This design comes from an exercise in tuning for small area, a short achievable clock period and few clock cycles on the open sky130 flow, not from production work.
Where RTL was checked, it was by simulation tests only, not by an equivalence proof against the original.
Function not checked in runs 1 to 3: the RTL went through the layout flow alone.
No run shown here takes its clock network from TritonCTS; it comes from the design's own scripts or RTL.
No driver is modelled on the clock port, so clock power and skew are understated where the tree is cut down; a real chip needs a root buffer or a tree.
Power figures rest on the tool's default switching activity, not on a simulated workload.

==> flow/design.v <==
`timescale 1ns / 1ps
module bridge(
input clk,arvalid,res_n,
input [1:0]arburst,
input [3:0]arlen,
input [4:0]araddr,
output arready,
output reg [15:0]rdata,
output rresp,rlast,
input rready,
output rvalid,
output reg [2:0]PADDR,
input [15:0]PRDATA,
output PWRITE,PENABLE,PSEL1,PSEL2,PSEL3,PSEL4,
input PREADY
    );
    reg        full;         
    reg [1:0]  sel;
    reg [2:0]  addr;         
    reg        incr;
    reg [3:0]  cnt;          
    reg        setup;        
    reg        enable;       
    reg [3:0]  psel;
    reg        tlast;        
    reg        valid;
    reg        rlast_q;
    reg        skid;
    reg [15:0] sdata;
    reg        slast;
    wire done   = enable & PREADY;              
    wire empty  = ~full;
    wire accept = arvalid & empty;
    wire idle   = ~setup & ~enable;
    wire issue  = full & ((idle & (~skid | rready)) |
                            (done & (~valid | (~skid & rready))));
    always @(posedge clk, negedge res_n)
      if (!res_n) begin
        full   <= 1'b0;
        setup  <= 1'b0;
        enable <= 1'b0;
        psel   <= 4'd0;
        valid  <= 1'b0;
        skid   <= 1'b0;
      end else begin
        if (accept)
          full <= 1'b1;
        else if (issue && cnt == 4'd0)
          full <= 1'b0;
        setup  <= issue;
        enable <= setup | (enable & ~PREADY);
        if (issue)
          psel <= 4'd1 << sel;
        else if (done)
          psel <= 4'd0;
        valid <= skid | done | (valid & ~rready);
        skid  <= (skid | (done & valid)) & ~rready;
      end
    always @(posedge clk) begin
      if (empty) begin
        sel  <= araddr[4:3];
        addr <= araddr[2:0];
        incr <= (arburst == 2'b01);
        cnt  <= arlen;
      end else if (setup) begin
        if (incr)
          addr <= addr + 3'd1;
        cnt <= cnt - 4'd1;
      end
      if (~setup & ~(enable & ~PREADY)) begin
        PADDR <= addr;
        tlast <= (cnt == 4'd0);
      end
      if (~valid | rready) begin
        rdata   <= skid ? sdata : PRDATA;
        rlast_q <= skid ? slast : tlast;
      end
      if (~skid) begin
        sdata <= PRDATA;
        slast <= tlast;
      end
    end
    assign arready = empty;
    assign PSEL1 = psel[0];
    assign PSEL2 = psel[1];
    assign PSEL3 = psel[2];
    assign PSEL4 = psel[3];
    assign PENABLE = enable;
    assign PWRITE = 1'b0;
    assign rvalid = valid;
    assign rresp = valid;
    assign rlast = rlast_q;
endmodule
==> flow/flow/run.sh <==
#!/bin/bash
set -euo pipefail
export BUFFER_PORTS_ARGS="-buffer_cell sky130_fd_sc_hd__buf_1"
export PRE_CTS_TCL="$PWD/flow/manclk.tcl"
bash standard.sh finish > flow_standard.log 2>&1
==> flow/flow/manclk.tcl <==
# Clock distribution in place of the CTS H-tree: the clock port drives
# nbuf clock buffers, each driving the register clock pins of one vertical
# slice of the core, placed at that slice's centroid.
proc man_clock {bufmaster nbuf} {
  set db [ord::get_db]
  set block [ord::get_db_block]
  set clknet [$block findNet clk]
  set master [$db findMaster $bufmaster]
  set sinks {}
  foreach it [$clknet getITerms] {
    set loc [[$it getInst] getLocation]
    lappend sinks [list [lindex $loc 0] [lindex $loc 1] $it]
  }
  set sinks [lsort -integer -index 0 $sinks]
  set n [llength $sinks]
  for {set b 0} {$b < $nbuf} {incr b} {
    set lo [expr {$b * $n / $nbuf}]
    set hi [expr {($b + 1) * $n / $nbuf - 1}]
    set inst [odb::dbInst_create $block $master clkbuf_root_$b]
    set net [odb::dbNet_create $block clknet_root_$b]
    $net setSigType CLOCK
    set sx 0; set sy 0; set k 0
    foreach s [lrange $sinks $lo $hi] {
      set it [lindex $s 2]
      set sx [expr {$sx + [lindex $s 0]}]; set sy [expr {$sy + [lindex $s 1]}]; incr k
      $it disconnect
      $it connect $net
    }
    [$inst findITerm A] connect $clknet
    [$inst findITerm X] connect $net
    $inst setLocation [expr {$sx / $k}] [expr {$sy / $k}]
    $inst setPlacementStatus PLACED
    puts "man_clock: $k sinks on clknet_root_$b"
  }
}

# Sourced by ORFS's cts.tcl just before its clock_tree_synthesis call:
# replace that call with the distribution above.
rename clock_tree_synthesis orfs_clock_tree_synthesis
proc clock_tree_synthesis {args} {
  man_clock sky130_fd_sc_hd__clkbuf_8 4
}
==> flow/standard.sh <==
#!/bin/bash
# synth_recipe.tcl (not shown) runs the flow's synth.tcl, then flattens the netlist and writes it again
# the make line also repeats each setting of config.mk as NAME=value (left out here)
make -C /OpenROAD-flow-scripts/flow DESIGN_CONFIG=/design/flow/config.mk WORK_HOME=/design/flow/orfs CLKGATE_MAP_FILE= SYNTH_SCRIPT=/design/flow/synth_recipe.tcl "${@:-finish}"
==> flow/config.mk <==
export PLATFORM = sky130hd
export DESIGN_NAME = bridge
export DESIGN_NICKNAME = bridge
export VERILOG_FILES = /design/flow/design.v
export SDC_FILE = /design/flow/constraint.sdc
export NUM_CORES = 4
export LEC_CHECK = 0
export CAP_MARGIN = 20
export CORE_MARGIN = 2
export CORE_UTILIZATION = 40
export PLACE_DENSITY = 0.6
export SETUP_SLACK_MARGIN = 3.1
export SLEW_MARGIN = 20
==> flow/constraint.sdc <==
create_clock -name core_clock -period 5.0 [get_ports {clk}]
set_input_delay 1.0000 -clock core_clock [delete_from_list [all_inputs] [get_ports {clk}]]
set_output_delay 1.0000 -clock core_clock [all_outputs]
set_load 0.01 [all_outputs]
==> key figures, run 1 <==
Power and ir drop
  • Comb power frac: 0.293
  • Sw power: 0.417 mW
  • Internal: 0.945 mW
  • Sequential share of power: 0.575
  • Sw Share: 0.306
  • Clock power share: 0.132
  • Worst vdd ir: 0.000330 V
  • Lkg Pwr: 0.934 nW
  • P per Cell Area: 545 nW/µm²

Setup path
  • Crit-path max cell delay: 0.48 ns
  • RR Startpoint: full
  • FF-to-FF path depth: 5
  • CP max-delay cell: dfrtp_2
  • Worst path top cell family by delay: flip-flops
  • Crit path required time: 4.00 ns
  • Startpoint types: flip-flop
  • R2R setup slack: 3.47 ns
  • Endpoint class of the critical path: output port
  • Critical path data arrival time: 0.87 ns
  • Crit Path Category: reg -> out
  • Crit path cell chain: clkinvlp_4, buf_1
  • FF-to-FF End: psel[2]
  • Worst Path Buf+Inv: 2
  • Crit path from: full
  • Worst-path fanout max: 8

STA
  • Setup TNS: 0 ns
  • Period utilization: 0.375
  • Worst Max-Slew Pin Slew: 0.514 ns
  • Hold Fails Final Rpt: 0
  • Headroom to the max-slew limit: 0.657
  • Fmax: 0.534 GHz
  • Final setup fails: 0
  • RSZ-0062 raised after global routing: true
  • Max Transition Viols Final: 0
  • Clock Skew: 0.00544 ns
  • Post-route minimum period: 1.87 ns

Logic synthesis
  • #FFs+latches synth: 57
  • Warnings, synthesis: 1
  • EDFF count, synth: 31
  • Synth top area share: 0.446
  • Async S/R FF share, synth: 0.158
  • Cell Area, Synth: 2090 µm²
  • Syn Inst Count: 135
  • Post-synth net total: 170
  • Register area share after synthesis: 0.717
  • Synth Flop Type: edfxtp_1
  • Syn avg cell area: 15.5 µm²
  • Count of different cell masters after synthesis: 26
  • Top post-synthesis cells by area: edfxtp_1, dfxtp_1, dfrtp_1, mux2_2, nand2_1
  • Post-synth top area cell: edfxtp_1

Detailed routing
  • WL met2: 1870 µm
  • DRC viols: 0
  • Met3 WL: 218 µm
  • Routed via count: 1202
  • Drt first pass iters: 4
  • Number of antenna-violating nets in the routed design: 0
  • Top sig layer: met4
  • Initial drt markers: 15
  • Final wirelength: 3520 µm
  • Vias per cell: 4.47
  • Drt wl/cell: 13.1 µm
  • WL met1: 1400 µm

Floorplan
  • Die height: 76.3 µm
  • Die Wd: 76.3 µm
  • Total die area: 5810 µm²
  • Core ar.: 5070 µm²
  • Rows: 26
  • Initial Util: 0.411
  • IO Count: 61

Flow run
  • Number of max-cap violations: 0

Final layout
  • Final net count: 236
  • Share of cells above drive strength 1: 0.206
  • Area Growth Syn to Fin: 19.7%
  • Design area: 2500 µm²
  • Final core utilization: 0.493
  • # diodes: 0

Clock network
  • Worst skew pair latency: 0.15 ns
  • CTS clk-pin slew, worst paths: 0.09 ns
  • CTS hold repair buffers: 0

Global routing
  • First-pass GRT wire length: 5840 µm
  • Initial antenna violation count: 0
  • Total gr overflow: 0
  • Number of global-route vias before repair: 1239
  • Overall Global Routing Usage: 0.119
  • Largest net degree at the start of global routing: 22

Place
  • IO buf count: 59
  • RePlAce Congestion: 0.735
  • Placed cell areas: 2360 µm²
  • Half-perimeter wire length after placement: 2650 µm

Min path
  • Min-delay src: addr[1]
  • Hold Path Class: reg -> reg
  • WHS Endpoint: PADDR[1]
  • Number of cells on the worst hold path: 0

Status
  • Status: no timing/DRC/antenna violations
-- metal layers --
metal / up-vias / track usage
met2: 40 / 0.229
met4: 0 / 0.0109
met3: 5 / 0.0190
met1: 564 / 0.143
met5: - / 0
li1: 593 / -
-- synth_stat cells, types with 2 or more instances --
cell / count
edfxtp_1: 31
mux2_2: 19
dfxtp_1: 17
nand2_1: 12
dfrtp_1: 9
inv_1: 8
buf_4: 5
nor2_1: 5
mux2i_1: 4
a21oi_1: 3
ha_1: 3
xnor2_1: 3
nand2b_1: 2
o21ai_0: 2
-- cell type report --
type / count / area [µm²]
plain buffers: 4 / 55.1
fillers: 488 / 2570
inverters: 8 / 41.3
well taps: 70 / 87.6
repair buffers: 65 / 278
flip-flops and latches: 57 / 1500
multi-input cells: 65 / 538
-- registers in the layout, indices dropped and copies added (netlist names) --
name / flops
skid: 1
incr: 1
sdata: 16
cnt: 4
rdata: 16
sel: 2
full: 1
slast: 1
valid: 1
tlast: 1
PADDR: 3
rlast_q: 1
setup: 1
addr: 3
enable: 1
psel: 4
-- cells in the final DEF, fill, tap and decap left out, drive strengths merged, types with 3 or more instances in the layout --
master  instances
o21ai           3
dfxtp          17
clkbuf          4
xnor2           3
dfrtp           9
mux2           19
edfxtp         31
nand2b          3
mux2i           4
ha              3
inv             7
buf            65
a21oi           3
nand2          12
nor2            5
-- worst max-delay path by stage --
stage	slack (ns)	cells past startpoint	to
detailed placement	2.86	3	rdata[6]
global placement	2.89	3	rdata[13]
global route	3.08	2	arready
CTS	3.04	5	psel[2]
floorplan	3.18	2	rdata[0]
finish	3.13	2	arready
-- worst reg2reg max path, delay by kind of cell (launching register included) --
| kind | cells | cell delay, ns |
|---|---|---|
| AO/OA/AOI/OAI | 2 | 0.38 |
| buffers and inverters | 1 | 0.16 |
| flip-flops | 1 | 0.48 |
| multiplexers | 1 | 0.27 |
| AND/OR/NAND/NOR | 1 | 0.16 |
-- metrics by stage --
step	hold WS [ns]	power, mW	setup WS, ns	cells
finish	0.472	1.36	3.13	269
global placement	0.440	1.14	2.89	259
floorplan	0.431	1.04	3.18	135
CTS	0.452	1.33	3.04	264
detailed placement	0.452	1.17	2.86	259
global route	0.485	1.45	3.08	269
-- repair_timing --
item | CTS | global route
setup buffers | 1 | 5
gates resized for setup | 12 | 2
endpoints found under the setup margin | 24 | 3
hold endpoints to repair | 0 | 0
pin swaps | 2 | 0
-- cell families after synthesis --
logic type | count (synthesis) | synth area share
muxes | 23 | 0.122
other | 1 | 0.00180
xor gates and xnor gates | 3 | 0.0126
and+or+nand+nor | 24 | 0.0527
adders and majority gates | 3 | 0.0180
buffers and inverters | 13 | 0.0324
AOI/OAI and AO/OA | 11 | 0.0443
DFF | 57 | 0.717
-- power by group through the flow --
| stage | logic, mW | registers, mW | clock network, mW |
|---|---|---|---|
| 2_1_floorplan | 0.244 | 0.798 | 0 |
| 3_3_place_gp | 0.353 | 0.784 | 0 |
| 3_5_place_dp | 0.375 | 0.792 | 0 |
| 4_1_cts | 0.388 | 0.799 | 0.141 |
| 5_1_grt | 0.444 | 0.804 | 0.202 |
| 6_report | 0.400 | 0.783 | 0.180 |
==> run 2: changes to the inputs <==
--- a/flow/design.v
+++ b/flow/design.v
@@ -51,6 +51,3 @@
         enable <= setup | (enable & ~PREADY);
-        if (issue)
-          psel <= 4'd1 << sel;
-        else if (done)
-          psel <= 4'd0;
+        psel <= ({4{issue}} & (4'd1 << sel)) | (psel & {4{~done}});
         valid <= skid | done | (valid & ~rready);
@@ -69,3 +66,3 @@
       end
-      if (~setup & ~(enable & ~PREADY)) begin
+      if (~enable | PREADY) begin
         PADDR <= addr;
==> run 2 against run 1 <==
  * Still clean on timing, DRC and antenna
  * Maximum frequency about the same
  * Power decreased by 0.61%
  * Clock power increased by 2%
  * Die area decreased by 1.7%
  * Sequential share of layout area increased by 1.5 points
  * Clock skew increased by 0.0016 ns
  * Utilization decreased by 0.95 points
  * Flip-flop and latch count unchanged
  * Global-route usage decreased by 0.24 points
  * Combinational power decreased by 5%
  * Critical endpoint unchanged
  * Largest power group unchanged
==> key figures, run 2 <==
Global routing
  • Largest net degree at the start of global routing: 21
  • Total gr overflow: 0
  • Initial antenna violation count: 0
  • Overall Global Routing Usage: 0.116
  • First-pass GRT wire length: 5290 µm
  • Number of global-route vias before repair: 1122

Logic synthesis
  • Top post-synthesis cells by area: edfxtp_1, dfxtp_1, dfrtp_1, mux2_2, ha_1
  • Post-synth top area cell: edfxtp_1
  • Register area share after synthesis: 0.730
  • EDFF count, synth: 31
  • #FFs+latches synth: 57
  • Synth top cells by count: edfxtp_1, mux2_2, dfxtp_1
  • Synth top area share: 0.454
  • Count of different cell masters after synthesis: 27
  • Syn Inst Count: 131
  • Async S/R FF share, synth: 0.158
  • Cell Area, Synth: 2050 µm²
  • Post-synth net total: 166
  • Cell with the most instances after synthesis: edfxtp_1
  • Synth Flop Type: edfxtp_1
  • Syn avg cell area: 15.7 µm²
  • Warnings, synthesis: 1

STA
  • Final setup fails: 0
  • Period utilization: 0.375
  • Hold Fails Final Rpt: 0
  • Worst Max-Slew Pin Slew: 0.846 ns
  • Fmax: 0.533 GHz
  • Worst hold slack: 0.476 ns
  • Setup TNS: 0 ns
  • Max Transition Viols Final: 0
  • Headroom to the max-slew limit: 0.436
  • Clock Skew: 0.00709 ns
  • Post-route minimum period: 1.87 ns
  • RSZ-0062 raised after global routing: true

Final layout
  • # diodes: 0
  • Final net count: 227
  • Share of cells above drive strength 1: 0.195
  • Most common library cell in the layout ignoring fill and taps: buf_1
  • Most frequent cells in the layout: buf_1, edfxtp_1, mux2_2
  • Area Growth Syn to Fin: 18.8%
  • Sequential standard cell area: 1500 µm²
  • Area occupied by multi-input gates: 538 µm²
  • Largest registers: rdata: 16 flops, sdata: 16 flops
  • Layout filler cell count: 452

Detailed routing
  • Number of antenna-violating nets in the routed design: 0
  • Drt first pass iters: 4
  • DRC viols: 0
  • Final wirelength: 3390 µm
  • Drt wl/cell: 13.0 µm
  • Routed via count: 1203
  • Initial drt markers: 61
  • Vias per cell: 4.63

Setup path
  • R2R setup slack: 3.41 ns
  • Crit path required time: 4.00 ns
  • Endpoint class of the critical path: output port
  • FF-to-FF End: rdata[10]
  • FF-to-FF path depth: 1
  • Crit Path Category: reg -> out
  • Critical path data arrival time: 0.87 ns
  • Worst Setup EP: arready
  • Worst-path fanout max: 7
  • Startpoint types: flip-flop
  • RR Startpoint: skid
  • Crit path from: full

Min path
  • Hold Path Class: reg -> reg

Place
  • IO buf count: 59
  • RePlAce Congestion: 0.673
  • Half-perimeter wire length after placement: 2540 µm

Clock network
  • Worst skew pair latency: 0.15 ns
  • CTS clk-pin slew, worst paths: 0.09 ns
  • CTS hold repair buffers: 0

Floorplan
  • Initial Util: 0.407
  • Rows: 26
  • Total die area: 5720 µm²
  • Core ar.: 5040 µm²
  • IO Count: 61
  • Die height: 75.6 µm
  • Die Wd: 75.6 µm

Power and ir drop
  • Lkg Pwr: 0.892 nW
  • P per Cell Area: 556 nW/µm²
  • Worst vdd ir: 0.000287 V

Status
  • Status: no timing/DRC/antenna violations

Flow run
  • Number of max-cap violations: 0
[run 2: changes by cell type in the layout (fill, tap and decap cells not counted), sizes merged, moves of 2 or more]
cell / change
a21oi: +2
buf: -4
and3: +2
a31oi: +2
a22o: +2
inv: -3
a32o: +2
o21ai: -2
nand2: -7
nor2: +4
mux2i: -4
[run 2: what timing repair did]
item / in CTS / in global routing
pin swaps: 4 / 0
setup buffers: 0 / 2
hold endpoints to repair: 0 / 0
gates resized for setup: 9 / 3
endpoints found under the setup margin: 25 / 2
[run 2: logic make-up (layout without fill, tap and decap cells)]
logic type	count (synthesis)	in the layout	synth area share
xor+xnor	3	3	0.0128
flops	57	57	0.730
mux	18	18	0.0988
fa+ha+maj	3	3	0.0183
compound gates	14	14	0.0506
simple gates	25	25	0.0622
buf+inv	10	69	0.0256
other cells	1	1	0.00183
[run 2: final cells by class]
type / count / area share
Sequential cell: 57 / 0.615
Multi-Input combinational cell: 64 / 0.221
Timing Repair Buffer: 61 / 0.0981
Tap cell: 70 / 0.0360
Buffer: 4 / 0.0226
Inverter: 4 / 0.00719
[run 2: how the worst min path moves through the flow]
stage                         start         to  slack (ns)  cells after the start
after detailed placement   sdata[6]   sdata[6]        0.46                      1
after floorplan             addr[1]   PADDR[1]        0.43                      0
after global routing      sdata[12]  sdata[12]        0.50                      1
final                      sdata[6]   sdata[6]        0.48                      1
after global placement      addr[1]   PADDR[1]        0.44                      0
after CTS                  sdata[6]   sdata[6]        0.46                      1
[run 2: layer usage]
| layer | wire length, µm | GRT usage | up-vias |
|---|---|---|---|
| met5 | 0 | 0 | - |
| met4 | 19 | 0.00585 | 0 |
| met3 | 187 | 0.0106 | 2 |
| met2 | 1850 | 0.226 | 43 |
| met1 | 1330 | 0.146 | 572 |
| li1 | - | - | 586 |
[run 2: through the flow]
stage / std cells / setup slack (ns) / util / cell area [µm²] / power, mW
2_1_floorplan: 131 / 3.15 / - / 2050 / 1.03
3_3_place_gp: 254 / 2.81 / 0.461 / 2320 / 1.13
3_5_place_dp: 254 / 2.76 / 0.461 / 2320 / 1.16
4_1_cts: 258 / 3.09 / 0.479 / 2420 / 1.32
5_1_grt: 260 / 3.09 / 0.483 / 2440 / 1.45
6_report: 260 / 3.13 / 0.483 / 2440 / 1.35
[run 2: critical path: stages, from the launching register on]
cell and delay [ns]:
dfrtp_2 0.47, inv_4 0.10, buf_1 0.15
[run 2: power breakdown]
part / switching [mW] / internal, mW / total (mW)
Clock: 0.110 / 0.0737 / 0.184
Combinational: 0.204 / 0.177 / 0.382
Sequential: 0.0962 / 0.692 / 0.788
==> run 3: changes to the inputs <==
--- a/flow/config.mk
+++ b/flow/config.mk
@@ -11,3 +11,3 @@
 export PLACE_DENSITY = 0.6
-export SETUP_SLACK_MARGIN = 3.1
+export SETUP_SLACK_MARGIN = 3.2
 export SLEW_MARGIN = 20
==> run 3 against run 2 <==
  * Still clean on timing, DRC and antenna
  * Register-to-register slack improved by 0.02 ns
  * Clock power decreased by 2%
  * Design area increased by 3.2%
  * First-iteration DRC count decreased by 69%
  * Flip-flop and latch count unchanged
  * Die area unchanged
  * Critical path type unchanged
  * Largest cell class unchanged
==> key figures, run 3 <==
Detailed routing
  • Initial drt markers: 19
  • Drt wl/cell: 12.5 µm
  • Number of antenna-violating nets in the routed design: 0
  • Final wirelength: 3340 µm
  • Drt first pass iters: 2
  • Routed via count: 1224
  • DRC viols: 0
  • Vias per cell: 4.57

STA
  • Headroom to the max-slew limit: 0.443
  • Setup ws final: 3.21 ns
  • Fmax: 0.557 GHz
  • Final setup fails: 0
  • Worst Max-Slew Pin Slew: 0.835 ns
  • Worst hold slack: 0.472 ns
  • Max Transition Viols Final: 0
  • Clock Skew: 0.00430 ns
  • Setup TNS: 0 ns
  • Hold Fails Final Rpt: 0
  • Period utilization: 0.359
  • Post-route minimum period: 1.79 ns
  • RSZ-0062 raised after global routing: true

Setup path
  • Crit Path Category: reg -> out
  • Startpoint types: flip-flop
  • Endpoint class of the critical path: output port
  • CP max-delay cell: dfrtp_2
  • Crit path cell chain: inv_4, buf_2
  • Crit path required time: 4.00 ns
  • Critical path data arrival time: 0.79 ns
  • FF-to-FF path depth: 1
  • Worst-path fanout max: 5
  • Crit-path max cell delay: 0.45 ns

Floorplan
  • Rows: 26
  • Initial Util: 0.407
  • Die Wd: 75.6 µm
  • Die height: 75.6 µm
  • Total die area: 5720 µm²
  • IO Count: 61
  • Core ar.: 5040 µm²

Power and ir drop
  • P per Cell Area: 550 nW/µm²
  • Tot Pwr: 1.38 mW
  • Worst vdd ir: 0.000289 V
  • Lkg Pwr: 0.940 nW

Logic synthesis
  • Cell Area, Synth: 2050 µm²
  • Synth top cells by count: edfxtp_1, mux2_2, dfxtp_1
  • Synth Flop Type: edfxtp_1
  • Warnings, synthesis: 1
  • Count of different cell masters after synthesis: 27
  • Register area share after synthesis: 0.730
  • Cell with the most instances after synthesis: edfxtp_1
  • Async S/R FF share, synth: 0.158
  • Post-synth top area cell: edfxtp_1
  • Syn avg cell area: 15.7 µm²
  • Synth top area share: 0.454
  • Top post-synthesis cells by area: edfxtp_1, dfxtp_1, dfrtp_1, mux2_2, ha_1
  • EDFF count, synth: 31
  • #FFs+latches synth: 57
  • Syn Inst Count: 131
  • Post-synth net total: 166

Clock network
  • Worst skew pair latency: 0.15 ns
  • CTS hold repair buffers: 0
  • CTS clk-pin slew, worst paths: 0.09 ns

Global routing
  • Largest net degree at the start of global routing: 21
  • Number of global-route vias before repair: 1194
  • Total gr overflow: 0
  • First-pass GRT wire length: 4950 µm
  • Initial antenna violation count: 0
  • Overall Global Routing Usage: 0.109

Place
  • Half-perimeter wire length after placement: 2480 µm
  • Setup WS pre-CTS: 2.90 ns
  • RePlAce Congestion: 0.684
  • IO buf count: 59
  • Placed cell areas: 2320 µm²

Final layout
  • Most common library cell in the layout ignoring fill and taps: buf_1
  • Area occupied by multi-input gates: 538 µm²
  • Area Growth Syn to Fin: 22.6%
  • Share of cells above drive strength 1: 0.237
  • Most frequent cells in the layout: buf_1, edfxtp_1, mux2_2
  • Sequential standard cell area: 1500 µm²
  • # diodes: 0
  • Layout filler cell count: 473
  • Final net count: 235
  • Largest registers: rdata: 16 flops, sdata: 16 flops
  • Design area: 2510 µm²

Min path
  • Hold Path Class: reg -> reg
  • Number of cells on the worst hold path: 0

Status
  • Status: no timing/DRC/antenna violations

Flow run
  • Number of max-cap violations: 0
==> run 3: cells by family (layout without fill, tap and decap cells) <==
logic type,Yosys count,in the layout,share of synthesized area
AO/OA/AOI/OAI,14,14,0.0506
other,1,1,0.00183
AND/OR/NAND/NOR,25,25,0.0622
multiplexers,18,18,0.0988
flip-flops,57,57,0.730
adder cells (fa/ha/maj),3,3,0.0183
buffers and inverters,10,77,0.0256
XOR/XNOR,3,3,0.0128
==> run 3: layer usage <==
metal / wire (µm) / track usage
met2: 1820 / 0.235
met5: 0 / 0
met4: 19 / 0.00780
met1: 1310 / 0.116
met3: 196 / 0.00926
==> run 3: path summary, 6_finish.rpt <==
| check | start | end | slack, ns |
|---|---|---|---|
| setup reg to reg | skid | rdata[11] | 3.43 |
| max in group asynchronous | res_n | valid | 3.84 |
| hold reg to reg | addr[1] | PADDR[1] | 0.47 |
| hold / removal | addr[1] | PADDR[1] | 0.47 |
| min in group asynchronous | res_n | full | 0.79 |
| setup / recovery | full | arready | 3.21 |
==> run 3: repair_timing <==
action | CTS | global route
setup buffers | 0 | 10
resized for setup | 14 | 5
pin swaps | 5 | 0
setup endpoints to repair | 25 | 4
==> run 3: power by group <==
group	switching, mW	internal (mW)	total [mW]
sequential	0.0874	0.693	0.780
combinational	0.216	0.207	0.423
clock	0.107	0.0736	0.180
total	0.411	0.974	1.38
==> run 3: area by class of cell <==
type	count	area share
Timing Repair Buffer	69	0.126
Inverter	4	0.00697
Sequential cell	57	0.597
Tap cell	70	0.0348
Multi-Input combinational cell	64	0.214
Buffer	4	0.0219
==> run 3: metrics by stage <==
stage,utilization,cells
2_1_floorplan,-,131
3_3_place_gp,0.461,254
3_5_place_dp,0.461,254
4_1_cts,0.483,258
5_1_grt,0.499,268
6_report,0.499,268
==> run 3: critical path: cells and delay by family (launching register included) <==
kind	cells	cell delay, ns
flip-flops	1	0.45
buffers and inverters	2	0.20
==> run 4: changes to the inputs <==
--- a/flow/design.v
+++ b/flow/design.v
@@ -17,2 +17,3 @@
     reg        full;         
+    reg        ready;        
     reg [1:0]  sel;
@@ -32,3 +33,3 @@
     wire empty  = ~full;
-    wire accept = arvalid & empty;
+    wire accept = arvalid & ready;
     wire idle   = ~setup & ~enable;
@@ -39,2 +40,3 @@
         full   <= 1'b0;
+        ready  <= 1'b0;
         setup  <= 1'b0;
@@ -45,6 +47,10 @@
       end else begin
-        if (accept)
-          full <= 1'b1;
-        else if (issue && cnt == 4'd0)
-          full <= 1'b0;
+        if (accept) begin
+          full  <= 1'b1;
+          ready <= 1'b0;
+        end else if (issue && cnt == 4'd0) begin
+          full  <= 1'b0;
+          ready <= 1'b1;
+        end else
+          ready <= ~full;
         setup  <= issue;
@@ -79,3 +85,3 @@
     end
-    assign arready = empty;
+    assign arready = ready;
     assign PSEL1 = psel[0];
==> run 4 against run 3 <==
  * Utilization is 0.66 points lower
  * Via count is 0.41% higher
  * Clock skew is 0.0043 ns higher
  * Critical path depth is 1 lower
  * Routed wire length is 6.2% higher
  * Clock power hardly changed
  * Power is 1.1% lower
  * Flip-flop and latch count is 1 higher
  * Setup slack better by 0.0096 ns
  * Largest cell class unchanged
  * Still clean on timing, DRC and antenna
==> key figures, run 4 <==
Clock network
  • CTS hold repair buffers: 0
  • CTS clk-pin slew, worst paths: 0.09 ns
  • Worst skew pair latency: 0.15 ns

Setup path
  • Worst path top cell family by delay: flip-flops
  • Crit Path Category: reg -> out
  • Worst-path fanout max: 6
  • CP max-delay cell: dfrtp_2
  • Endpoint class of the critical path: output port
  • Startpoint types: flip-flop
  • Worst Path Buf+Inv: 1
  • Crit path cell chain: buf_1
  • Crit path required time: 4.00 ns
  • Critical path data arrival time: 0.78 ns
  • Crit-path max cell delay: 0.46 ns
  • R2R setup slack: 3.38 ns

Floorplan
  • Total die area: 5850 µm²
  • Die Wd: 76.5 µm
  • Rows: 26
  • Die height: 76.5 µm
  • Initial Util: 0.414
  • Core ar.: 5070 µm²
  • IO Count: 61

Final layout
  • Final core utilization: 0.492
  • Area Growth Syn to Fin: 18.7%
  • Largest registers: rdata: 16 flops, sdata: 16 flops
  • Most frequent cells in the layout: buf_1, edfxtp_1, mux2_2
  • Share of cells above drive strength 1: 0.194
  • Fin cells: 266
  • Layout filler cell count: 477
  • Most common library cell in the layout ignoring fill and taps: buf_1
  • Area occupied by multi-input gates: 552 µm²
  • Sequential standard cell area: 1530 µm²
  • Final net count: 233
  • # diodes: 0

Power and ir drop
  • Worst vdd ir: 0.000290 V
  • Tot Pwr: 1.37 mW
  • P per Cell Area: 548 nW/µm²
  • Lkg Pwr: 0.908 nW

Logic synthesis
  • Syn Inst Count: 137
  • Async S/R FF share, synth: 0.172
  • Synth Flop Type: edfxtp_1
  • Synth top area share: 0.443
  • Warnings, synthesis: 1
  • EDFF count, synth: 31
  • Cell Area, Synth: 2100 µm²
  • #FFs+latches synth: 58
  • Post-synth top area cell: edfxtp_1
  • Register area share after synthesis: 0.723
  • Synth top cells by count: edfxtp_1, mux2_2, dfxtp_1
  • Cell with the most instances after synthesis: edfxtp_1
  • Count of different cell masters after synthesis: 32
  • Syn avg cell area: 15.4 µm²
  • Top post-synthesis cells by area: edfxtp_1, dfxtp_1, dfrtp_1, mux2_2, buf_4
  • Post-synth net total: 172

Detailed routing
  • Vias per cell: 4.62
  • Final wirelength: 3550 µm
  • Initial drt markers: 28
  • DRC viols: 0
  • Routed via count: 1229
  • Drt wl/cell: 13.3 µm
  • Number of antenna-violating nets in the routed design: 0
  • Drt first pass iters: 4

Place
  • Setup WS pre-CTS: 3.03 ns
  • RePlAce Congestion: 0.770
  • Half-perimeter wire length after placement: 2660 µm
  • IO buf count: 59
  • Post-Place Cells: 260

STA
  • Headroom to the max-slew limit: 0.610
  • Period utilization: 0.357
  • Max Transition Viols Final: 0
  • Hold Fails Final Rpt: 0
  • Worst Max-Slew Pin Slew: 0.585 ns
  • RSZ-0062 raised after global routing: true
  • Setup ws final: 3.22 ns
  • Post-route minimum period: 1.78 ns
  • Final setup fails: 0
  • Clock Skew: 0.00857 ns
  • Fmax: 0.560 GHz
  • Setup TNS: 0 ns

Status
  • Status: no timing/DRC/antenna violations

Min path
  • Hold Path Class: reg -> reg

Flow run
  • Number of max-cap violations: 0

Global routing
  • Overall Global Routing Usage: 0.119
  • Initial antenna violation count: 0
  • Number of global-route vias before repair: 1311
  • Largest net degree at the start of global routing: 22
  • First-pass GRT wire length: 5890 µm
  • Total gr overflow: 0
==> run 4: changes by cell type after synthesis, sizes merged, moves of 2 or more <==
| cell | before | now |
|---|---|---|
| a22o | 2 | 0 |
| a31oi | 3 | 1 |
| a32o | 2 | 0 |
| and3 | 2 | 0 |
| nand2 | 5 | 11 |
| o21ai | 1 | 5 |
==> run 4: path summary, 6_finish.rpt <==
path | to | startpoint | depth (start not counted)
worst max-delay path | PENABLE | enable | 1
worst min-delay path | sdata[5] | sdata[5] | 1
worst max register to register | psel[0] | full | 2
worst min register to register | sdata[5] | sdata[5] | 1
max in group asynchronous | skid | res_n | 1
min in group asynchronous | full | res_n | 1
==> run 4: timing repair <==
action,CTS,global route
pin swaps,5,0
endpoints found under the setup margin,25,6
buffers inserted,2,0
gates resized for setup,12,5
cloned,0,0
==> run 4: report_power, final <==
group | leakage, nW | internal (mW) | switching (mW)
Sequential | 0.570 | 0.704 | 0.111
Clock | 0.0288 | 0.0735 | 0.105
Combinational | 0.309 | 0.168 | 0.207
Total | 0.908 | 0.946 | 0.423
==> run 4: cell type report <==
| cell class | instances | share of cell area |
|---|---|---|
| multi-input cells | 69 | 0.221 |
| well taps | 70 | 0.0351 |
| flip-flops and latches | 58 | 0.611 |
| repair buffers | 61 | 0.103 |
| plain buffers | 4 | 0.0220 |
| inverters | 4 | 0.00852 |
==> run 4: cell families after synthesis <==
kind of cell / after synthesis / share of synthesized area
XOR/XNOR: 3 / 0.0125
AND/OR/NAND/NOR: 29 / 0.0684
buffers and inverters: 10 / 0.0274
adder cells (fa/ha/maj): 3 / 0.0178
other: 1 / 0.00178
flip-flops: 58 / 0.723
AO/OA/AOI/OAI: 15 / 0.0524
multiplexers: 18 / 0.0964
==> run 4: per-stage QoR <==
stage	instance area, µm²	hold slack [ns]
floorplan	2110	0.431
global placement	2370	0.451
detailed placement	2370	0.459
CTS	2490	0.459
global route	2500	0.489
finish	2500	0.474
==> run 4: metal layers <==
metal | vias to the layer above | track usage | wire length [µm]
li1 | 603 | - | -
met1 | 581 | 0.134 | 1450
met2 | 41 | 0.238 | 1880
met3 | 4 | 0.0201 | 179
met4 | 0 | 0.0182 | 36
met5 | - | 0 | 0
Testbench counts of run 4, summed over its fixed seeds: cycles 7,352.
==> run 5: changes to the inputs <==
--- a/flow/config.mk
+++ b/flow/config.mk
@@ -11,3 +11,3 @@
 export PLACE_DENSITY = 0.6
-export SETUP_SLACK_MARGIN = 3.2
+export SETUP_SLACK_MARGIN = 3.5
 export SLEW_MARGIN = 20
==> run 5 against run 4 <==
  * Design area is 9.2% higher
  * Still clean on timing, DRC and antenna
  * Highest routed layer unchanged
  * Final cell count is 2.6% higher
  * Hold slack worse by 0.0058 ns
  * Clock power is 3% higher
  * Largest power group unchanged
==> key figures, run 5 <==
Final layout
  • Final net count: 240
  • Design area: 2730 µm²
  • Largest registers: rdata: 16 flops, sdata: 16 flops
  • Final core utilization: 0.537
  • Most frequent cells in the layout: buf_1, edfxtp_1, clkbuf_2
  • Layout filler cell count: 443
  • Share of cells above drive strength 1: 0.365
  • # diodes: 0
  • Area Growth Syn to Fin: 29.7%
  • Most common library cell in the layout ignoring fill and taps: buf_1

Setup path
  • Worst-path fanout max: 3
  • CP max-delay cell: dfrtp_4
  • Critical path data arrival time: 0.79 ns
  • Crit-path max cell delay: 0.51 ns
  • Worst Path Buf+Inv: 1
  • Worst path top cell family by delay: flip-flops
  • Startpoint types: flip-flop
  • Crit path required time: 4.00 ns
  • Endpoint class of the critical path: output port
  • Crit path cell chain: buf_6
  • Crit Path Category: reg -> out

STA
  • Final setup fails: 0
  • Worst Max-Slew Pin Slew: 0.572 ns
  • Hold Fails Final Rpt: 0
  • Setup TNS: 0 ns
  • Worst hold slack: 0.469 ns
  • Post-route minimum period: 1.79 ns
  • Fmax: 0.559 GHz
  • Period utilization: 0.358
  • Headroom to the max-slew limit: 0.619
  • Clock Skew: 0.0112 ns
  • RSZ-0062 raised after global routing: true
  • Max Transition Viols Final: 0

Power and ir drop
  • P per Cell Area: 551 nW/µm²
  • Comb power frac: 0.341
  • Sw power: 0.476 mW
  • Tot Pwr: 1.50 mW
  • Clock power share: 0.122
  • Worst vdd ir: 0.000268 V
  • Lkg Pwr: 1.05 nW
  • Sw Share: 0.317
  • Sequential share of power: 0.537
  • Internal: 1.03 mW

Floorplan
  • Die height: 76.5 µm
  • Rows: 26
  • IO Count: 61
  • Die Wd: 76.5 µm
  • Total die area: 5850 µm²
  • Core ar.: 5070 µm²
  • Initial Util: 0.414

Status
  • Status: no timing/DRC/antenna violations

Detailed routing
  • Drt first pass iters: 4
  • Drt wl/cell: 14.0 µm
  • Initial drt markers: 33
  • Routed via count: 1263
  • DRC viols: 0
  • Vias per cell: 4.63
  • Final wirelength: 3820 µm
  • Number of antenna-violating nets in the routed design: 0

Logic synthesis
  • Cell with the most instances after synthesis: edfxtp_1
  • Async S/R FF share, synth: 0.172
  • Cell Area, Synth: 2100 µm²
  • Synth top cells by count: edfxtp_1, mux2_2, dfxtp_1
  • Post-synth top area cell: edfxtp_1
  • #FFs+latches synth: 58
  • Synth Flop Type: edfxtp_1
  • Post-synth net total: 172
  • Count of different cell masters after synthesis: 32
  • Warnings, synthesis: 1
  • Syn Inst Count: 137
  • Synth top area share: 0.443
  • Register area share after synthesis: 0.723
  • Top post-synthesis cells by area: edfxtp_1, dfxtp_1, dfrtp_1, mux2_2, buf_4
  • EDFF count, synth: 31
  • Syn avg cell area: 15.4 µm²

Global routing
  • First-pass GRT wire length: 6020 µm
  • Number of global-route vias before repair: 1308
  • Largest net degree at the start of global routing: 22
  • Initial antenna violation count: 0
  • Total gr overflow: 0
  • Overall Global Routing Usage: 0.124

Place
  • IO buf count: 59
  • RePlAce Congestion: 0.767
  • Placed cell areas: 2380 µm²
  • Half-perimeter wire length after placement: 2530 µm

Min path
  • Hold Path Class: reg -> reg

Clock network
  • Worst skew pair latency: 0.15 ns
  • CTS clk-pin slew, worst paths: 0.09 ns
  • CTS hold repair buffers: 0

Flow run
  • Number of max-cap violations: 0
run 5: power groups by stage:
| stage | sequential (mW) | combinational (mW) | clock [mW] |
|---|---|---|---|
| floorplan | 0.814 | 0.238 | 0 |
| global placement | 0.808 | 0.339 | 0 |
| detailed placement | 0.814 | 0.352 | 0 |
| CTS | 0.816 | 0.467 | 0.142 |
| global route | 0.826 | 0.564 | 0.206 |
| finish | 0.807 | 0.513 | 0.183 |
run 5: path summary, 6_finish.rpt:
path                         start        to  slack [ns]  depth (start not counted)
max                          valid     rresp        3.21                          1
min                        addr[1]  PADDR[1]        0.47                          0
max reg2reg                   skid   psel[0]        3.47                          5
min reg2reg                addr[1]  PADDR[1]        0.47                          0
max in group asynchronous    res_n     valid        3.78                          1
min in group asynchronous    res_n     valid        0.80                          1
run 5: timing repair:
| action | CTS | global route |
|---|---|---|
| cloned | 3 | 0 |
| pin swaps | 6 | 5 |
| resized for setup | 28 | 34 |
| buffers inserted | 6 | 0 |
| setup endpoints to repair | 57 | 59 |
run 5: logic make-up after synthesis:
logic type / after synthesis / share of synthesized area
adders and majority gates: 3 / 0.0178
other: 1 / 0.00178
muxes: 18 / 0.0964
buffers and inverters: 10 / 0.0274
DFF: 58 / 0.723
AOI/OAI and AO/OA: 15 / 0.0524
xor gates and xnor gates: 3 / 0.0125
and+or+nand+nor: 29 / 0.0684
run 5: stage by stage:
stage / cells / setup WS (ns)
2_1_floorplan: 137 / 3.29
3_3_place_gp: 260 / 2.97
3_5_place_dp: 260 / 2.95
4_1_cts: 273 / 3.11
5_1_grt: 273 / 3.19
6_report: 273 / 3.21
run 5: cell type report:
type                            instances  area, µm²  share of cell area
Sequential cell                        58       1530               0.561
Buffer                                  4       55.1              0.0202
Tap cell                               70       87.6              0.0321
Multi-Input combinational cell         72        667               0.244
Inverter                                4       23.8             0.00872
Timing Repair Buffer                   65        365               0.134
run 5: per-layer routing:
layer	global-route usage	up-vias	wire [µm]
met5	0	-	0
met4	0.0218	0	31
met3	0.0190	3	213
met2	0.237	41	2090
met1	0.147	595	1490
li1	-	624	-
==> run 6: changes to the inputs <==
--- a/flow/config.mk
+++ b/flow/config.mk
@@ -11,3 +11,3 @@
 export PLACE_DENSITY = 0.6
-export SETUP_SLACK_MARGIN = 3.5
+export SETUP_SLACK_MARGIN = 3.25
 export SLEW_MARGIN = 20
==> run 6 against run 5 <==
  * Global-route usage decreased by 0.34 points
  * Setup slack improved by 0.038 ns
  * Design area decreased by 6.2%
  * Combinational power decreased by 15%
  * Flip-flop and latch count unchanged
  * Hold slack got worse by 0.0013 ns
  * Power decreased by 4.9%
  * Routed wire length decreased by 3.3%
  * Critical endpoint is now rvalid
==> key figures, run 6 <==
Logic synthesis
  • Syn Inst Count: 137
  • Top post-synthesis cells by area: edfxtp_1, dfxtp_1, dfrtp_1, mux2_2, buf_4
  • Post-synth top area cell: edfxtp_1
  • Synth top cells by count: edfxtp_1, mux2_2, dfxtp_1
  • Cell Area, Synth: 2100 µm²
  • Syn avg cell area: 15.4 µm²
  • EDFF count, synth: 31
  • Async S/R FF share, synth: 0.172
  • Post-synth net total: 172
  • Count of different cell masters after synthesis: 32
  • Synth Flop Type: edfxtp_1
  • Cell with the most instances after synthesis: edfxtp_1
  • Register area share after synthesis: 0.723
  • Synth top area share: 0.443
  • #FFs+latches synth: 58
  • Warnings, synthesis: 1

Final layout
  • Largest registers: rdata: 16 flops, sdata: 16 flops
  • Design area: 2560 µm²
  • Most frequent cells in the layout: buf_1, edfxtp_1, mux2_2
  • Most common library cell in the layout ignoring fill and taps: buf_1
  • Layout filler cell count: 464
  • Final net count: 238
  • Sequential standard cell area: 1530 µm²
  • # diodes: 0
  • Share of cells above drive strength 1: 0.229
  • Area occupied by multi-input gates: 556 µm²
  • Area Growth Syn to Fin: 21.6%

STA
  • Post-route minimum period: 1.75 ns
  • Worst Max-Slew Pin Slew: 0.544 ns
  • Clock Skew: 0.00911 ns
  • Final setup fails: 0
  • Headroom to the max-slew limit: 0.637
  • Setup TNS: 0 ns
  • Hold Fails Final Rpt: 0
  • Fmax: 0.571 GHz
  • RSZ-0062 raised after global routing: true
  • Max Transition Viols Final: 0
  • Period utilization: 0.350

Floorplan
  • Total die area: 5850 µm²
  • IO Count: 61
  • Initial Util: 0.414
  • Core ar.: 5070 µm²
  • Die height: 76.5 µm
  • Rows: 26
  • Die Wd: 76.5 µm

Place
  • RePlAce Congestion: 0.819
  • Placed cell areas: 2370 µm²
  • Half-perimeter wire length after placement: 2630 µm
  • IO buf count: 59

Min path
  • Hold Path Class: reg -> reg

Power and ir drop
  • Lkg Pwr: 0.941 nW
  • P per Cell Area: 559 nW/µm²
  • Tot Pwr: 1.43 mW
  • Worst vdd ir: 0.000251 V

Clock network
  • CTS clk-pin slew, worst paths: 0.09 ns
  • CTS hold repair buffers: 0
  • Worst skew pair latency: 0.15 ns

Setup path
  • Crit path cell chain: buf_6
  • CP max-delay cell: dfrtp_2
  • Crit Path Category: reg -> out
  • Worst path top cell family by delay: flip-flops
  • Critical path data arrival time: 0.75 ns
  • Crit path required time: 4.00 ns
  • Endpoint class of the critical path: output port
  • Startpoint types: flip-flop
  • Worst-path fanout max: 5
  • Crit-path max cell delay: 0.46 ns
  • Worst Path Buf+Inv: 1

Global routing
  • Largest net degree at the start of global routing: 22
  • Met2 track demand over resource: 0.231
  • Number of global-route vias before repair: 1313
  • Met1 GRT Util: 0.145
  • Global route hottest layer: met2
  • Overall Global Routing Usage: 0.120
  • Initial antenna violation count: 0
  • First-pass GRT wire length: 5950 µm
  • Total gr overflow: 0
  • Met3 GRT Util: 0.0166

Flow run
  • Number of max-cap violations: 0

Detailed routing
  • Final wirelength: 3700 µm
  • Initial drt markers: 33
  • Routed via count: 1264
  • DRC viols: 0
  • Vias per cell: 4.66
  • Drt first pass iters: 4
  • Drt wl/cell: 13.6 µm
  • Number of antenna-violating nets in the routed design: 0

Status
  • Status: no timing/DRC/antenna violations
[run 6: cell counts after synthesis]
Identical to the previous run, type by type.
[run 6: power by group]
| group | internal (mW) | total [mW] | leakage [nW] | switching (mW) |
|---|---|---|---|---|
| registers | 0.705 | 0.810 | 0.570 | 0.105 |
| logic | 0.212 | 0.438 | 0.342 | 0.226 |
| clock network | 0.0737 | 0.183 | 0.0288 | 0.109 |
| total | 0.990 | 1.43 | 0.941 | 0.440 |
[run 6: cell type report]
class	instances	area share
Sequential cell	58	0.597
Inverter	4	0.00832
Timing Repair Buffer	66	0.122
Buffer	4	0.0215
Multi-Input combinational cell	69	0.217
Tap cell	70	0.0342
[run 6: repair_timing]
item	in CTS	in global routing
pin swaps	5	4
gates resized for setup	12	15
setup buffers	2	5
setup endpoints to repair	29	11
[run 6: final timing paths]
check	from	end	slack, ns	depth (start not counted)
max	valid	rvalid	3.25	1
min	addr[1]	PADDR[1]	0.47	0
max reg2reg	skid	psel[0]	3.50	5
min reg2reg	addr[1]	PADDR[1]	0.47	0
max in group asynchronous	res_n	enable	3.81	1
min in group asynchronous	res_n	setup	0.79	1
[run 6: cell families (layout without fill, tap and decap cells)]
logic type	count (synthesis)	in the layout	synth area share
AND/OR/NAND/NOR	29	29	0.0684
buffers and inverters	10	74	0.0274
XOR/XNOR	3	3	0.0125
adder cells (fa/ha/maj)	3	3	0.0178
AO/OA/AOI/OAI	15	15	0.0524
flip-flops	58	58	0.723
multiplexers	18	18	0.0964
other	1	1	0.00178
[run 6: per-stage QoR]
stage | utilization | worst slack (ns) | instances | hold WS [ns]
6_report | 0.504 | 3.25 | 271 | 0.467
2_1_floorplan | - | 3.27 | 137 | 0.431
3_5_place_dp | 0.467 | 3.03 | 260 | 0.449
3_3_place_gp | 0.467 | 3.07 | 260 | 0.446
4_1_cts | 0.490 | 3.08 | 266 | 0.449
5_1_grt | 0.504 | 3.22 | 271 | 0.491
[run 6: per-layer routing]
| metal | up-vias | wire length, µm |
|---|---|---|
| li1 | 610 | - |
| met1 | 608 | 1530 |
| met2 | 41 | 1960 |
| met3 | 5 | 173 |
| met4 | 0 | 31 |
| met5 | - | 0 |
==> run 7: changes to the inputs <==
--- a/flow/config.mk
+++ b/flow/config.mk
@@ -11,3 +11,3 @@
 export PLACE_DENSITY = 0.6
-export SETUP_SLACK_MARGIN = 3.25
+export SETUP_SLACK_MARGIN = 3.35
 export SLEW_MARGIN = 20
==> run 7 against run 6 <==
  * Still clean
  * Via count increased by 1.0%
  * Combinational power decreased by 4.8%
  * Critical path depth increased by 4
  * Global-route usage increased by 0.30 points
  * Critical path type is now in -> reg
  * Largest cell class unchanged
==> key figures, run 7 <==
Global routing
  • Initial antenna violation count: 0
  • Largest net degree at the start of global routing: 22
  • Number of global-route vias before repair: 1394
  • Total gr overflow: 0
  • Overall Global Routing Usage: 0.123
  • First-pass GRT wire length: 6150 µm

Logic synthesis
  • Async S/R FF share, synth: 0.172
  • Count of different cell masters after synthesis: 32
  • Syn avg cell area: 15.4 µm²
  • Cell with the most instances after synthesis: edfxtp_1
  • Warnings, synthesis: 1
  • Synth top area share: 0.443
  • Top post-synthesis cells by area: edfxtp_1, dfxtp_1, dfrtp_1, mux2_2, buf_4
  • Cell Area, Synth: 2100 µm²
  • Post-synth net total: 172
  • Register area share after synthesis: 0.723
  • EDFF count, synth: 31
  • Synth top cells by count: edfxtp_1, mux2_2, dfxtp_1
  • #FFs+latches synth: 58
  • Syn Inst Count: 137
  • Post-synth top area cell: edfxtp_1
  • Synth Flop Type: edfxtp_1

STA
  • Clock Skew: 0.00619 ns
  • RSZ-0062 raised after global routing: true
  • Worst Max-Slew Pin Slew: 0.567 ns
  • Post-route minimum period: 1.73 ns
  • Fmax: 0.576 GHz
  • Final setup fails: 0
  • Headroom to the max-slew limit: 0.622
  • Max Transition Viols Final: 0
  • Hold Fails Final Rpt: 0
  • Worst hold slack: 0.478 ns
  • Period utilization: 0.347
  • Setup TNS: 0 ns

Final layout
  • Fin cells: 267
  • Final core utilization: 0.502
  • Layout filler cell count: 476
  • Most frequent cells in the layout: buf_1, edfxtp_1, clkbuf_2
  • Final net count: 234
  • Share of cells above drive strength 1: 0.305
  • Area Growth Syn to Fin: 21.1%
  • # diodes: 0
  • Most common library cell in the layout ignoring fill and taps: buf_1
  • Largest registers: rdata: 16 flops, sdata: 16 flops

Power and ir drop
  • Sw Share: 0.306
  • Comb power frac: 0.298
  • Sw power: 0.429 mW
  • P per Cell Area: 550 nW/µm²
  • Lkg Pwr: 0.985 nW
  • Tot Pwr: 1.40 mW
  • Internal: 0.971 mW
  • Clock power share: 0.129
  • Worst vdd ir: 0.000340 V
  • Sequential share of power: 0.573

Detailed routing
  • Drt wl/cell: 13.6 µm
  • Number of antenna-violating nets in the routed design: 0
  • Routed via count: 1277
  • Drt first pass iters: 4
  • Final wirelength: 3620 µm
  • Vias per cell: 4.78
  • Initial drt markers: 26
  • DRC viols: 0

Setup path
  • Endpoint class of the critical path: flip-flop
  • R2R setup slack: 3.44 ns
  • Worst-path fanout max: 7
  • Worst path top cell family by delay: compound AO/OA/AOI/OAI gates
  • Crit Path Category: in -> reg
  • Crit path depth: 5
  • Worst Path Buf+Inv: 2
  • Crit-path max cell delay: 0.30 ns
  • Crit path required time: 5.04 ns
  • FF-to-FF End: psel[0]
  • Crit path from: rready
  • RR Startpoint: full
  • Critical path data arrival time: 1.77 ns
  • Worst Setup EP: full
  • Startpoint types: input port
  • CP max-delay cell: a221o_1
  • Crit path cell chain: buf_8, inv_8, a211oi_4, nor2_4, a221o_1
  • FF-to-FF path depth: 2

Floorplan
  • Initial Util: 0.414
  • Total die area: 5850 µm²
  • Die Wd: 76.5 µm
  • Rows: 26
  • Die height: 76.5 µm
  • IO Count: 61
  • Core ar.: 5070 µm²

Clock network
  • Worst skew pair latency: 0.15 ns
  • CTS clk-pin slew, worst paths: 0.09 ns
  • CTS hold repair buffers: 0

Place
  • Half-perimeter wire length after placement: 2780 µm
  • RePlAce Congestion: 0.727
  • IO buf count: 59
  • Post-Place Cells: 260

Flow run
  • Number of max-cap violations: 0

Min path
  • Hold Path Class: reg -> reg

Status
  • Status: no timing/DRC/antenna violations
[run 7: cell counts after synthesis]
No cell type changed its count.
[run 7: metal layers]
metal / vias to the layer above / GRT usage / share of wire
li1: 604 / - / -
met1: 627 / 0.130 / 0.36
met2: 42 / 0.257 / 0.57
met3: 4 / 0.0190 / 0.056
met4: 0 / 0.0182 / 0.012
met5: - / 0 / 0
[run 7: cell type report]
cell class | instances | area (µm²) | share of cell area
Timing Repair Buffer | 62 | 294 | 0.115
Tap cell | 70 | 87.6 | 0.0344
Multi-Input combinational cell | 69 | 561 | 0.220
Sequential cell | 58 | 1530 | 0.599
Inverter | 4 | 23.8 | 0.00934
Buffer | 4 | 55.1 | 0.0216
[run 7: timing repair]
item	4_1_cts	5_1_grt
gates resized for setup	12	29
pin swaps	6	4
endpoints found under the hold margin	0	0
endpoints found under the setup margin	31	65
buffers inserted	0	3
[run 7: power by group through the flow]
stage | Clock [mW] | Sequential, mW | Combinational (mW)
2_1_floorplan | 0 | 0.812 | 0.236
5_1_grt | 0.207 | 0.819 | 0.463
3_5_place_dp | 0 | 0.816 | 0.358
3_3_place_gp | 0 | 0.805 | 0.338
4_1_cts | 0.142 | 0.825 | 0.373
6_report | 0.181 | 0.802 | 0.417
[run 7: logic make-up after synthesis]
logic type | count (synthesis) | share of synthesized area
DFF | 58 | 0.723
muxes | 18 | 0.0964
xor gates and xnor gates | 3 | 0.0125
AOI/OAI and AO/OA | 15 | 0.0524
buffers and inverters | 10 | 0.0274
and+or+nand+nor | 29 | 0.0684
other | 1 | 0.00178
adders and majority gates | 3 | 0.0178
[run 7: worst min path at each step]
stage	slack [ns]	endpoint	cells after the start	startpoint
6_report	0.48	sdata[4]	1	sdata[4]
5_1_grt	0.50	PADDR[1]	0	addr[1]
4_1_cts	0.46	PADDR[2]	0	addr[2]
3_5_place_dp	0.46	sdata[15]	1	sdata[15]
3_3_place_gp	0.44	PADDR[1]	0	addr[1]
2_1_floorplan	0.43	PADDR[1]	0	addr[1]
[run 7: stage by stage]
stage                     instance area (µm²)  worst slack, ns
after global routing                     2550             3.24
after global placement                   2380             2.98
after floorplan                          2110             3.29
final                                    2550             3.27
after detailed placement                 2380             2.93
after CTS                                2480             3.10
==> run 8: changes to the inputs <==
--- a/flow/config.mk
+++ b/flow/config.mk
@@ -11,3 +11,3 @@
 export PLACE_DENSITY = 0.6
-export SETUP_SLACK_MARGIN = 3.35
+export SETUP_SLACK_MARGIN = 3.4
 export SLEW_MARGIN = 20
==> run 8 against run 7 <==
  * Sequential power increased by 0.9%
  * Hold slack got worse by 0.0081 ns
  * Combinational power increased by 5.5%
  * Clock power about the same
  * Setup slack got worse by 0.0073 ns
  * Utilization increased by 0.81 points
  * Clock skew about the same
  * Synthesized cell count unchanged
  * Global-route usage increased by 0.14 points
  * Critical path depth decreased by 4
  * Highest routed layer unchanged
==> key figures, run 8 <==
Status
  • Status: no timing/DRC/antenna violations

Final layout
  • # diodes: 0
  • Largest registers: rdata: 16 flops, sdata: 16 flops
  • Layout filler cell count: 462
  • Final net count: 236
  • Fin cells: 269
  • Final core utilization: 0.510
  • Share of cells above drive strength 1: 0.327
  • Most frequent cells in the layout: buf_1, edfxtp_1, clkbuf_2
  • Area Growth Syn to Fin: 23.0%
  • Most common library cell in the layout ignoring fill and taps: buf_1

Min path
  • Hold Path Class: reg -> reg
  • Min-delay src: addr[1]

Setup path
  • Crit path from: enable
  • Endpoint class of the critical path: output port
  • Worst-path fanout max: 5
  • Critical path data arrival time: 0.74 ns
  • Startpoint types: flip-flop
  • Crit path cell chain: buf_6
  • CP max-delay cell: dfrtp_2
  • RR Startpoint: skid
  • Crit-path max cell delay: 0.46 ns
  • Worst path top cell family by delay: flip-flops
  • Worst Path Buf+Inv: 1
  • Crit path required time: 4.00 ns
  • Crit Path Category: reg -> out

STA
  • Hold Fails Final Rpt: 0
  • Setup TNS: 0 ns
  • RSZ-0062 raised after global routing: true
  • Period utilization: 0.348
  • Post-route minimum period: 1.74 ns
  • Final setup fails: 0
  • Fmax: 0.574 GHz
  • Clock Skew: 0.00621 ns
  • Setup ws final: 3.26 ns
  • Worst Max-Slew Pin Slew: 0.539 ns
  • Max Transition Viols Final: 0
  • Headroom to the max-slew limit: 0.640

Logic synthesis
  • Synth Flop Type: edfxtp_1
  • Post-synth net total: 172
  • Register area share after synthesis: 0.723
  • Async S/R FF share, synth: 0.172
  • EDFF count, synth: 31
  • Syn Inst Count: 137
  • Post-synth top area cell: edfxtp_1
  • Synth top cells by count: edfxtp_1, mux2_2, dfxtp_1
  • Cell with the most instances after synthesis: edfxtp_1
  • Syn avg cell area: 15.4 µm²
  • Count of different cell masters after synthesis: 32
  • Cell Area, Synth: 2100 µm²
  • #FFs+latches synth: 58
  • Top post-synthesis cells by area: edfxtp_1, dfxtp_1, dfrtp_1, mux2_2, buf_4
  • Synth top area share: 0.443
  • Warnings, synthesis: 1

Detailed routing
  • Drt first pass iters: 4
  • Drt wl/cell: 13.6 µm
  • Number of antenna-violating nets in the routed design: 0
  • Initial drt markers: 31
  • Routed via count: 1271
  • DRC viols: 0
  • Vias per cell: 4.72
  • Final wirelength: 3670 µm

Floorplan
  • Die Wd: 76.5 µm
  • Total die area: 5850 µm²
  • Core ar.: 5070 µm²
  • Rows: 26
  • IO Count: 61
  • Initial Util: 0.414
  • Die height: 76.5 µm

Flow run
  • Number of max-cap violations: 0

Global routing
  • Total gr overflow: 0
  • Largest net degree at the start of global routing: 22
  • Overall Global Routing Usage: 0.125
  • Number of global-route vias before repair: 1323
  • Initial antenna violation count: 0
  • First-pass GRT wire length: 6180 µm

Clock network
  • CTS hold repair buffers: 0
  • CTS clk-pin slew, worst paths: 0.09 ns
  • Worst skew pair latency: 0.15 ns

Place
  • Half-perimeter wire length after placement: 2640 µm
  • Setup WS pre-CTS: 2.94 ns
  • Post-Place Cells: 260
  • RePlAce Congestion: 0.692
  • IO buf count: 59

Power and ir drop
  • Lkg Pwr: 1.01 nW
  • P per Cell Area: 552 nW/µm²
  • Worst vdd ir: 0.000282 V
-- run 8: cell counts after synthesis --
Identical to the previous run, type by type.
-- run 8: cells by family after synthesis --
family / synth area share
muxes: 0.0964
DFF: 0.723
other: 0.00178
xor gates and xnor gates: 0.0125
AOI/OAI and AO/OA: 0.0524
buffers and inverters: 0.0274
and+or+nand+nor: 0.0684
adders and majority gates: 0.0178
-- run 8: worst paths after layout --
kind,slack (ns),cells after the start,endpoint
setup reg to reg,3.48,4,full
hold reg to reg,0.47,0,PADDR[1]
min in group asynchronous,0.80,1,setup
max in group asynchronous,3.82,1,full
setup / recovery,3.26,1,PENABLE
hold / removal,0.47,0,PADDR[1]
-- run 8: power breakdown --
group          internal, mW  switching, mW
sequential            0.704          0.105
combinational         0.216          0.224
clock                0.0736          0.105
total                 0.994          0.434
-- run 8: final cells by class --
class                      instances  area, µm²  share of cell area
timing repair buffer              64        332               0.128
sequential                        58       1530               0.590
tap                               70       87.6              0.0338
multi-input combinational         69        563               0.218
buffer                             4       55.1              0.0213
inverter                           4       23.8             0.00919
-- run 8: timing repair --
item	in CTS	in global routing
buffers inserted	0	5
gates resized for setup	15	34
pin swaps	7	4
setup endpoints to repair	42	72
-- run 8: per-stage QoR --
step	hold WS, ns	instance area (µm²)	total power [mW]
global route	0.492	2590	1.52
CTS	0.451	2490	1.35
detailed placement	0.459	2380	1.17
finish	0.470	2590	1.43
floorplan	0.431	2110	1.05
global placement	0.443	2380	1.15
-- run 8: routing by layer --
layer,up-vias,GRT usage,share of wire
li1,610,-,-
met1,604,0.149,0.40
met2,49,0.234,0.51
met3,8,0.0201,0.058
met4,0,0.0309,0.028
met5,-,0,0
==> run 9: changes to the inputs <==
--- a/flow/config.mk
+++ b/flow/config.mk
@@ -9,5 +9,5 @@
 export CORE_MARGIN = 2
-export CORE_UTILIZATION = 40
-export PLACE_DENSITY = 0.6
-export SETUP_SLACK_MARGIN = 3.4
+export CORE_UTILIZATION = 55
+export PLACE_DENSITY = 0.75
+export SETUP_SLACK_MARGIN = 3.3
 export SLEW_MARGIN = 20
==> run 9 against run 8 <==
  * Sequential power decreased by 0.5%
  * Global-route usage up 3.9 points
  * Synthesized cell count is the same
  * Die area down 26%
  * Final cell count down 5.9%
  * Routed wire length decreased by 0.30%
  * Design area up 0.29%
  * Critical path depth increased by 5
  * Critical endpoint is now psel[2]
==> key figures, run 9 <==
STA
  • Post-route minimum period: 1.74 ns
  • Fmax: 0.575 GHz
  • Max Transition Viols Final: 0
  • RSZ-0062 raised after global routing: true
  • Worst Max-Slew Pin Slew: 0.580 ns
  • Clock Skew: 0.0106 ns
  • Final setup fails: 0
  • Headroom to the max-slew limit: 0.614
  • Period utilization: 0.348
  • Worst hold slack: 0.477 ns
  • Hold Fails Final Rpt: 0
  • Setup TNS: 0 ns

Setup path
  • Endpoint class of the critical path: flip-flop
  • Crit Path Category: in -> reg
  • Critical path data arrival time: 1.76 ns
  • Worst-path fanout max: 6
  • Startpoint types: input port
  • Crit path required time: 5.03 ns

Floorplan
  • Core ar.: 3660 µm²
  • Die height: 65.8 µm
  • IO Count: 61
  • Total die area: 4330 µm²
  • Rows: 22
  • Die Wd: 65.8 µm
  • Initial Util: 0.575

Power and ir drop
  • Comb power frac: 0.331
  • Worst vdd ir: 0.000334 V
  • Sequential share of power: 0.549
  • Internal: 1.02 mW
  • Lkg Pwr: 0.987 nW
  • Sw Share: 0.302
  • P per Cell Area: 565 nW/µm²
  • Sw power: 0.443 mW
  • Tot Pwr: 1.47 mW
  • Clock power share: 0.120

Logic synthesis
  • Warnings, synthesis: 1
  • Syn Inst Count: 137
  • Async S/R FF share, synth: 0.172
  • Syn avg cell area: 15.4 µm²
  • Synth top area share: 0.443
  • Cell with the most instances after synthesis: edfxtp_1
  • Synth top cells by count: edfxtp_1, mux2_2, dfxtp_1
  • Count of different cell masters after synthesis: 32
  • Cell Area, Synth: 2100 µm²
  • #FFs+latches synth: 58
  • Register area share after synthesis: 0.723
  • Post-synth top area cell: edfxtp_1
  • EDFF count, synth: 31
  • Synth Flop Type: edfxtp_1
  • Post-synth net total: 172
  • Top post-synthesis cells by area: edfxtp_1, dfxtp_1, dfrtp_1, mux2_2, buf_4

Global routing
  • Total gr overflow: 0
  • Initial antenna violation count: 0
  • Number of global-route vias before repair: 1288
  • Overall Global Routing Usage: 0.164
  • Largest net degree at the start of global routing: 22
  • First-pass GRT wire length: 5640 µm

Final layout
  • Share of cells above drive strength 1: 0.278
  • Largest registers: rdata: 16 flops, sdata: 16 flops
  • # diodes: 0
  • Final net count: 242
  • Layout filler cell count: 262
  • Area Growth Syn to Fin: 23.4%
  • Fin cells: 253
  • Most frequent cells in the layout: buf_1, edfxtp_1, mux2_2
  • Most common library cell in the layout ignoring fill and taps: buf_1

Detailed routing
  • DRC viols: 0
  • Number of antenna-violating nets in the routed design: 0
  • Routed via count: 1292
  • Final wirelength: 3650 µm
  • Vias per cell: 5.11
  • Drt wl/cell: 14.4 µm
  • Initial drt markers: 58
  • Drt first pass iters: 4

Status
  • Status: no timing/DRC/antenna violations

Place
  • IO buf count: 59
  • Half-perimeter wire length after placement: 2510 µm
  • RePlAce Congestion: 0.803
  • Post-Place Cells: 238

Flow run
  • Number of max-cap violations: 0

Clock network
  • CTS hold repair buffers: 0
  • CTS clk-pin slew, worst paths: 0.08 ns
  • Worst skew pair latency: 0.15 ns

Min path
  • Hold Path Class: reg -> reg
## run 9: cell counts after synthesis
No cell type changed its count.
## run 9: cell type report
cell class | count | area, µm² | share of cell area
Buffer | 4 | 55.1 | 0.0212
Inverter | 4 | 26.3 | 0.0101
Multi-Input combinational cell | 69 | 561 | 0.216
Sequential cell | 58 | 1530 | 0.588
Tap cell | 48 | 60.1 | 0.0231
Timing Repair Buffer | 70 | 367 | 0.141
## run 9: logic make-up (layout without fill, tap and decap cells)
logic type / Yosys count / count (layout) / synth area share
flops: 58 / 58 / 0.723
simple gates: 29 / 29 / 0.0684
mux: 18 / 18 / 0.0964
compound gates: 15 / 15 / 0.0524
buf+inv: 10 / 78 / 0.0274
fa+ha+maj: 3 / 3 / 0.0178
xor+xnor: 3 / 3 / 0.0125
other cells: 1 / 1 / 0.00178
## run 9: power groups by stage
stage	clock (mW)	combinational, mW	sequential, mW
floorplan	0	0.236	0.812
global placement	0	0.334	0.803
detailed placement	0	0.355	0.813
CTS	0.142	0.407	0.820
global route	0.203	0.541	0.827
finish	0.176	0.486	0.805
## run 9: final timing paths
check | startpoint | to | slack (ns) | cells past startpoint
max | rready | psel[2] | 3.26 | 6
min | sdata[4] | sdata[4] | 0.48 | 1
max reg2reg | enable | full | 3.40 | 6
min reg2reg | sdata[4] | sdata[4] | 0.48 | 1
max in group asynchronous | res_n | enable | 3.78 | 1
min in group asynchronous | res_n | ready | 0.81 | 1
## run 9: worst max-delay path, cell delays in order
cell and delay [ns]:
buf_8 0.11, nand4b_1 0.14, o21ai_4 0.08, nor2_4 0.20, buf_4 0.15, o21ai_0 0.08
## run 9: routing by layer
metal | global-route usage | part of all wire
met5 | 0 | 0
met4 | 0.0286 | 0.019
met3 | 0.0170 | 0.052
met2 | 0.322 | 0.56
met1 | 0.193 | 0.37
## run 9: stage by stage
step                      area (µm²)   util  worst slack, ns
final                           2590  0.709             3.26
after global routing            2590  0.709             3.22
after CTS                       2490  0.679             3.08
after detailed placement        2350  0.643             2.92
after global placement          2350  0.643             2.99
after floorplan                 2110      -             3.29
## run 9: timing repair
item,4_1_cts,5_1_grt
endpoints found under the hold margin,0,0
buffers inserted,4,7
pin swaps,8,4
setup endpoints to repair,29,23
gates resized for setup,13,24
gates cloned,0,0

port drivers added, routing unchanged:
How much do the figures lean on ideal ports? The routed layouts below were timed once more, with nothing changed but the port constraints.
Step 1, drivers: a clkbuf_16 drives clk and a buf_2 each remaining input, both assumed.
Step 2 times the ports against the registers' clock, not the clock port: input delays grow and output delays shrink by t, the midpoint of the rising clock arrivals with the driver on.
Three values: ideal ports, drivers, drivers and shift; two values: the first two.
| run | t (ns) | setup WS [ns] | hold slack, ns |
|---|---|---|---|
| run 1 | 0.192 | 3.126 / 3.077 / 3.072 | 0.472 / 0.472 / 0.472 |
| run 2 | 0.192 | 3.125 / 3.079 / 3.117 | 0.476 / 0.476 / 0.476 |
| run 3 | 0.190 | 3.206 / 3.160 / 3.141 | 0.472 / 0.472 / 0.472 |
| run 4 | 0.191 | 3.215 / 3.167 / 3.102 | 0.474 / 0.474 / 0.474 |
| run 5 | 0.195 | 3.210 / 3.162 / 3.088 | 0.469 / 0.469 / 0.469 |
| run 6 | 0.197 | 3.248 / 3.198 / 3.096 | 0.467 / 0.467 / 0.467 |
| run 7 | 0.192 | 3.265 / 3.223 / 3.046 | 0.478 / 0.478 / 0.478 |
| run 8 | 0.193 | 3.258 / 3.209 / 3.063 | 0.470 / 0.470 / 0.470 |
| run 9 | 0.190 | 3.262 / 3.217 / 3.061 | 0.477 / 0.477 / 0.477 |
After both steps setup and hold are still met in every run listed. The setup slack of run 7, which loses most, moves by -0.042 ns with the drivers and by -0.219 ns with both steps.
